Source: an optimization exercise on an open RTL-to-GDS flow (aim: small area, a short achievable clock period and few clock cycles). Production flows keep margins and buffers that such runs may drop. The RTL was checked by simulation tests, not by an equivalence proof against the original design. Power is estimated from default activity; no workload was simulated.

==> inputs of job 7472 <==
Design p18240_core, start of the top module:
module p18240_core (
  input  logic        clock,
  input  logic        reset_L,
  output logic [15:0] mem_addr,
  output logic [15:0] mem_wdata,
  output logic        mem_re,
  output logic        mem_we,
  input  logic [15:0] mem_rdata,
  output logic        halted);
Settings: LEC_CHECK=0, ABC_CLOCK_PERIOD_IN_PS=4000, CAP_MARGIN=20, CORE_MARGIN=2, CORE_UTILIZATION=55, PLACE_DENSITY=0.7, SETUP_SLACK_MARGIN=5, SLEW_MARGIN=20; clock period 10.0 ns.
run.sh (not shown) runs the stock make flow with config.mk's settings and CLKGATE_MAP_FILE= SYNTH_SCRIPT=/design/flow/synth_recipe.tcl, a recipe that flattens the netlist after the stock synthesis.
==> job 5073: changes against job 7472 <==
--- a/flow/design.v
+++ b/flow/design.v
@@ -38,40 +38,38 @@
   logic        tog, tog_n;                   
   logic [2:0]  k, k_n;                       
   logic        pend, pend_n;                 
   logic        swreq, aligned, swap, rbk;
   logic        fetch, taken;
   typedef struct packed {
     logic [7:0] a, b;        
-    logic [2:0] ai;          
     logic one;               
     logic br;                
     logic imm;               
     logic spimm;             
     logic addsp, ldr, str, push, pop, rtn, rtnw, jsr, jsrw, stop, ldsp;
     logic to_fw;             
     logic to_e2;             
     logic e2rd;              
     logic e2we;              
     logic wd_ra;             
-    logic [2:0] cond;        
+    logic bra, brz, brc, brn, brv, brw;
     logic wr_a;              
     logic wr_t;              
     logic cc_e1, cc_fw;      
     logic xinv, yen, yinv, cin;
-    logic r_sum, r_and, r_or, r_xor, r_sl, r_sr, r_fill, r_movb, r_sp;
+    logic r_sum, r_and, r_or, r_xor, r_sl, r_rol, r_sr, r_ashr, r_movb, r_sp;
     logic c_add, c_sub, c_inc, c_dec;  
   } ctrl_t;
   ctrl_t c, dec;
   always_comb begin
     logic [9:0] o;
     o = mem_rdata[15:6];
     dec = '0;
     dec.a[{mem_rdata[5] ^ tog_n, mem_rdata[4:3]}] = 1'b1;
-    dec.ai = {mem_rdata[5] ^ tog_n, mem_rdata[4:3]};
     dec.b[{mem_rdata[2] ^ tog_n, mem_rdata[1:0]}] = 1'b1;
     case (o)
       10'h010: begin dec.imm = 1; dec.to_e2 = 1; dec.e2rd = 1;                  
                      dec.wr_t = 1; dec.cc_fw = 1; dec.r_movb = 1; end
       10'h018: begin dec.imm = 1; dec.to_e2 = 1; dec.e2we = 1; end              
       10'h020: begin dec.ldr = 1; dec.to_fw = 1;                                
                      dec.wr_t = 1; dec.cc_fw = 1; dec.r_movb = 1; end
@@ -92,24 +90,24 @@
       10'h060: begin dec.one = 1; dec.wr_a = 1; dec.cc_e1 = 1; dec.xinv = 1;    
                      dec.r_sum = 1; end
       10'h068: begin dec.one = 1; dec.wr_a = 1; dec.cc_e1 = 1; dec.r_and = 1; end  
       10'h070: begin dec.one = 1; dec.wr_a = 1; dec.cc_e1 = 1; dec.r_or = 1; end   
       10'h078: begin dec.one = 1; dec.wr_a = 1; dec.cc_e1 = 1; dec.r_xor = 1; end  
       10'h080: begin dec.one = 1; dec.wr_a = 1; dec.cc_e1 = 1; dec.r_sl = 1; end   
       10'h088: begin dec.one = 1; dec.wr_a = 1; dec.cc_e1 = 1; dec.r_sl = 1;       
-                     dec.r_fill = 1; end
+                     dec.r_rol = 1; end
       10'h090: begin dec.one = 1; dec.wr_a = 1; dec.cc_e1 = 1; dec.r_sr = 1; end   
       10'h098: begin dec.one = 1; dec.wr_a = 1; dec.cc_e1 = 1; dec.r_sr = 1;       
-                     dec.r_fill = 1; end
-      10'h0A0: begin dec.one = 1; dec.br = 1; dec.cond = 3'd0; end
-      10'h0A8: begin dec.one = 1; dec.br = 1; dec.cond = 3'd1; end
-      10'h0B0: begin dec.one = 1; dec.br = 1; dec.cond = 3'd3; end
-      10'h0B8: begin dec.one = 1; dec.br = 1; dec.cond = 3'd4; end
-      10'h120: begin dec.one = 1; dec.br = 1; dec.cond = 3'd2; end
-      10'h0C6: begin dec.one = 1; dec.br = 1; dec.cond = 3'd5; end
+                     dec.r_ashr = 1; end
+      10'h0A0: begin dec.one = 1; dec.br = 1; dec.bra = 1; end
+      10'h0A8: begin dec.one = 1; dec.br = 1; dec.brz = 1; end
+      10'h0B0: begin dec.one = 1; dec.br = 1; dec.brn = 1; end
+      10'h0B8: begin dec.one = 1; dec.br = 1; dec.brv = 1; end
+      10'h120: begin dec.one = 1; dec.br = 1; dec.brc = 1; end
+      10'h0C6: begin dec.one = 1; dec.br = 1; dec.brw = 1; end
       10'h0C0: begin dec.stop = 1; end
       10'h0C4: begin dec.jsr = 1; dec.jsrw = 1; dec.to_e2 = 1; end              
       10'h0C5: begin dec.rtn = 1; dec.rtnw = 1; end                             
       10'h0C8: begin dec.push = 1; dec.wd_ra = 1; end                           
       10'h0D0: begin dec.pop = 1; dec.to_fw = 1; dec.wr_t = 1; dec.r_movb = 1; end  
       10'h0D8: begin dec.jsr = 1; dec.to_e2 = 1; end                            
       10'h0E0: begin dec.rtn = 1; end                                           
@@ -137,15 +135,15 @@
   logic [7:0]  asel, bsel;
   logic        rf_we;
   logic [7:0] wv_n, asel_n, bsel_n;
   always_comb begin
     for (int i = 0; i < 8; i++) begin
       if (swap && rbk == i[2])
         wv_n[i] = sv[0][i[1:0]];
-      else if (rf_we && c.ai == i[2:0])
+      else if (rf_we && c.a[i])
         wv_n[i] = 1'b1;
       else
         wv_n[i] = wv[i];
     end
     if (fetch) begin
       asel_n = dec.a & wv_n;
       bsel_n = dec.b & wv_n;
@@ -178,15 +176,15 @@
     else                k_n = k - 3'd1;
   always_ff @(posedge clock) begin
     for (int i = 0; i < 5; i++) sg[i] <= sg[i+1];
     sg[5] <= swap ? {w[{rbk, 2'd3}], w[{rbk, 2'd2}], w[{rbk, 2'd1}], w[{rbk, 2'd0}]} : sg[0];
     for (int i = 0; i < 8; i++) begin
       if (swap && rbk == i[2])
         w[i] <= sg[0][16*i[1:0] +: 16];
-      else if (rf_we && c.ai == i[2:0])
+      else if (rf_we && c.a[i])
         w[i] <= res;
     end
   end
   always_ff @(posedge clock or negedge reset_L)
     if (~reset_L) begin
       for (int i = 0; i < 6; i++) sv[i] <= 4'h0;
       wv <= 8'h00;
@@ -205,73 +203,67 @@
     for (int i = 1; i < 16; i++)
       zsum = zsum & ((x[i] ^ y[i]) == (x[i-1] | y[i-1]));
   end
   always_comb begin
     lres = ({16{c.r_and}}  & (ra & rb))
          | ({16{c.r_or}}   & (ra | rb))
          | ({16{c.r_xor}}  & (ra ^ rb))
-         | ({16{c.r_sl}}   & {ra[14:0], c.r_fill & ra[15]})
-         | ({16{c.r_sr}}   & {c.r_fill & ra[15], ra[15:1]})
+         | ({16{c.r_sl}}   & {ra[14:0], c.r_rol & ra[15]})
+         | ({16{c.r_sr}}   & {c.r_ashr & ra[15], ra[15:1]})
          | ({16{c.r_movb}} & rb)
          | ({16{c.r_sp}}   & sp);
   end
   assign res  = c.r_sum ? sum : lres;
   assign zres = c.r_sum ? zsum : (lres == 16'h0000);
   always_comb begin
     alu_c = (c.c_add & cout) | (c.c_inc & cout) | (c.c_dec & ~cout) |
             (c.c_sub & (~cout | zsum)) |
             (c.r_sl & ra[15]) | (c.r_sr & ra[0]);
     alu_v = ((c.c_add | c.c_sub) & (x[15] == y[15]) & (sum[15] != x[15])) |
             (c.c_inc & ra[15] & ~sum[15]) |
             (c.c_dec & ~ra[15] & sum[15]);
   end
-  logic [15:0] pc_inc, pc_inc2, sp_pm, sp_imm;
+  logic [15:0] pc_inc, pc_inc2, sp_inc, sp_dec, sp_imm;
   assign pc_inc  = pc + 16'd1;
   assign pc_inc2 = pc + 16'd2;
-  assign sp_pm   = sp + ((c.push | c.jsr) ? 16'hFFFF : 16'h0001);   
+  assign sp_inc  = sp + 16'd1;
+  assign sp_dec  = sp - 16'd1;
   assign sp_imm  = add16(sp, mem_rdata, 1'b0);
-  always_comb
-    case (c.cond)
-      3'd0:    taken = 1'b1;
-      3'd1:    taken = cc[3];
-      3'd2:    taken = cc[2];
-      3'd3:    taken = cc[1];
-      3'd4:    taken = cc[0];
-      default: taken = off[2] & off[1];
-    endcase
+  assign taken = c.bra | (c.brz & cc[3]) | (c.brc & cc[2]) | (c.brn & cc[1]) |
+                 (c.brv & cc[0]) | (c.brw & off[2] & off[1]);
   logic btaken, skip;
   assign btaken = c.br & taken;
   assign skip   = st_e1 & c.br;              
   assign fetch  = st_fw | (st_f & (~pend | aligned)) | (st_e1 & c.one & ~btaken);
   assign mem_we = (st_e1 & (c.str | c.push | c.jsr)) | (st_e2 & c.e2we);
   assign mem_re = ~mem_we & ~(st_e1 & c.stop) & ~(st_f & pend & ~aligned);
   always_comb begin
     mem_addr = ({16{st_f | st_fw | (st_e1 & (c.one & ~c.br | c.imm | c.spimm | c.addsp | btaken))
                     | (st_e2 & c.jsr)}} & pc)
              | ({16{st_e1 & c.br & ~taken}}        & pc_inc)
              | ({16{st_e1 & c.str}}                & ra)
              | ({16{st_e1 & c.ldr}}                & rb)
              | ({16{st_e1 & (c.pop | c.rtn)}}      & sp)
-             | ({16{st_e1 & (c.push | c.jsr)}}     & sp_pm)
+             | ({16{st_e1 & (c.push | c.jsr)}}     & sp_dec)
              | ({16{st_e2 & ~c.jsr}}               & t);
     mem_wdata = c.wd_ra ? ra : (c.jsr ? pc_inc : rb);
   end
   assign rf_we = (st_e1 & c.wr_a) | (st_fw & c.wr_t);
   always_comb begin
     if (fetch)
       pc_n = skip ? pc_inc2 : pc_inc;
     else if (st_e1 & (c.imm | c.spimm | c.addsp))
       pc_n = pc_inc;
     else if ((st_e1 & (c.rtn | btaken)) | (st_e2 & c.jsr))
       pc_n = mem_rdata;
     else
       pc_n = pc;
     if (st_e1 & c.addsp)               sp_n = sp_imm;
-    else if (st_e1 & (c.pop | c.rtn))  sp_n = sp_pm;
-    else if (st_e1 & (c.push | c.jsr)) sp_n = sp_pm;
+    else if (st_e1 & (c.pop | c.rtn))  sp_n = sp_inc;
+    else if (st_e1 & (c.push | c.jsr)) sp_n = sp_dec;
     else if (st_e1 & c.ldsp)           sp_n = ra;
     else                               sp_n = sp;
     if (st_e1 & c.spimm)               t_n = sp_imm;
     else if ((st_e1 & (c.imm | c.ldr | c.pop)) | (st_e2 & c.e2rd))
                                        t_n = mem_rdata;
     else                               t_n = t;
   end
- ABC_AREA: not set -> 1
- CORE_UTILIZATION: 55 -> 40
- PLACE_DENSITY: 0.7 -> 0.6
==> job 9112: changes against job 7472 <==
--- a/flow/design.v
+++ b/flow/design.v
@@ -220,18 +220,19 @@
     alu_c = (c.c_add & cout) | (c.c_inc & cout) | (c.c_dec & ~cout) |
             (c.c_sub & (~cout | zsum)) |
             (c.r_sl & ra[15]) | (c.r_sr & ra[0]);
     alu_v = ((c.c_add | c.c_sub) & (x[15] == y[15]) & (sum[15] != x[15])) |
             (c.c_inc & ra[15] & ~sum[15]) |
             (c.c_dec & ~ra[15] & sum[15]);
   end
-  logic [15:0] pc_inc, pc_inc2, sp_pm, sp_imm;
+  logic [15:0] pc_inc, pc_inc2, sp_inc, sp_dec, sp_imm;
   assign pc_inc  = pc + 16'd1;
   assign pc_inc2 = pc + 16'd2;
-  assign sp_pm   = sp + ((c.push | c.jsr) ? 16'hFFFF : 16'h0001);   
+  assign sp_inc  = sp + 16'd1;
+  assign sp_dec  = sp - 16'd1;
   assign sp_imm  = add16(sp, mem_rdata, 1'b0);
   always_comb
     case (c.cond)
       3'd0:    taken = 1'b1;
       3'd1:    taken = cc[3];
       3'd2:    taken = cc[2];
       3'd3:    taken = cc[1];
@@ -247,31 +248,31 @@
   always_comb begin
     mem_addr = ({16{st_f | st_fw | (st_e1 & (c.one & ~c.br | c.imm | c.spimm | c.addsp | btaken))
                     | (st_e2 & c.jsr)}} & pc)
              | ({16{st_e1 & c.br & ~taken}}        & pc_inc)
              | ({16{st_e1 & c.str}}                & ra)
              | ({16{st_e1 & c.ldr}}                & rb)
              | ({16{st_e1 & (c.pop | c.rtn)}}      & sp)
-             | ({16{st_e1 & (c.push | c.jsr)}}     & sp_pm)
+             | ({16{st_e1 & (c.push | c.jsr)}}     & sp_dec)
              | ({16{st_e2 & ~c.jsr}}               & t);
     mem_wdata = c.wd_ra ? ra : (c.jsr ? pc_inc : rb);
   end
   assign rf_we = (st_e1 & c.wr_a) | (st_fw & c.wr_t);
   always_comb begin
     if (fetch)
       pc_n = skip ? pc_inc2 : pc_inc;
     else if (st_e1 & (c.imm | c.spimm | c.addsp))
       pc_n = pc_inc;
     else if ((st_e1 & (c.rtn | btaken)) | (st_e2 & c.jsr))
       pc_n = mem_rdata;
     else
       pc_n = pc;
     if (st_e1 & c.addsp)               sp_n = sp_imm;
-    else if (st_e1 & (c.pop | c.rtn))  sp_n = sp_pm;
-    else if (st_e1 & (c.push | c.jsr)) sp_n = sp_pm;
+    else if (st_e1 & (c.pop | c.rtn))  sp_n = sp_inc;
+    else if (st_e1 & (c.push | c.jsr)) sp_n = sp_dec;
     else if (st_e1 & c.ldsp)           sp_n = ra;
     else                               sp_n = sp;
     if (st_e1 & c.spimm)               t_n = sp_imm;
     else if ((st_e1 & (c.imm | c.ldr | c.pop)) | (st_e2 & c.e2rd))
                                        t_n = mem_rdata;
     else                               t_n = t;
   end
- CORE_UTILIZATION: 55 -> 40
- PLACE_DENSITY: 0.7 -> 0.6
==> notes <==
- Core utilization, highest first: job 7472, job 9112, job 5073.
- First-iteration DRC count: job 9112 > job 7472 > job 5073.
- In job 7472 the via count is lower than in job 5073, by about 10%.
- Critical path depth, highest first: job 7472, job 9112, job 5073.
- The lowest combinational power belongs to job 5073, the highest to job 7472.
- Synthesized cell count: job 7472 < job 9112 < job 5073.
- Worst hold slack: job 7472 < job 9112 < job 5073.
- Clock power: job 9112 < job 7472 < job 5073.
==> figures <==
quantity                                                                       job 9112                 job 7472        job 5073
Outcome                                                                  finished clean           finished clean  finished clean
Combinational cell fraction of total power                                         1.6%                     1.8%            1.5%
Headroom to the max-slew limit                                                    29.9%                    30.8%           30.6%
Area enclosed by the die boundary                                           73200 sq um              53800 sq um     77200 sq um
Number of stages on the worst setup path                                             10                       13               5
Effective utilization at floorplan                                                40.5%                    55.7%           40.4%
CP dominant cell by count                                        sky130_fd_sc_hd__buf_6  sky130_fd_sc_hd__buf_12               -
Share of power burned in the clock network                                        46.7%                    47.5%           48.6%
Post-cts sizing count                                                               157                      174              86
PnR worst setup slack                                                           4.77 ns                  4.49 ns         5.07 ns
Largest fanout of any net on the critical path                                        6                        5              12
Post-route fraction of the period consumed by the critical path                   52.3%                    55.1%           49.3%
Leak pwr                                                                        14.0 nW                  13.8 nW         15.9 nW
Area of the core                                                            70100 sq um              51300 sq um     74300 sq um
Count of cell types in the netlist                                                   89                       85              60
Number of nets in the layout                                                       2955                     2920            3774
Signal arrival time at the worst endpoint                                       3.23 ns                  3.51 ns         2.93 ns
Testbench counts of job 7472, summed over its fixed seeds: cycles 26,823.
Testbench counts of job 5073, summed over its fixed seeds: cycles 26,823.
Testbench counts of job 9112, summed over its fixed seeds: cycles 26,823.

==> what the ideal ports hide <==
No port has a modelled driver above. Below, the same layouts with a new extraction and two added sets of constraints. Step 1 assumes that a clkbuf_16 drives the clock port and a buf_2 every other input. Step 2 also shifts input and output timing later by t, the mid clock arrival at the registers, as if the neighbouring blocks saw the same clock. Slacks: ideal / step 1 / step 2; pairs: ideal / step 1.
run | t (ns) | setup slack, ns | worst slew at a driven data input, ns | pins driven straight from the clock port
job 7472 | 0.682 | 4.492 / 4.427 / 4.519 | 0.04 | 1
job 5073 | 0.665 | 5.069 / 5.005 / 5.084 | 0.05 | 1
job 9112 | 0.669 | 4.770 / 4.706 / 4.797 | 0.04 | 1
After both steps setup and hold are still met in every run listed.
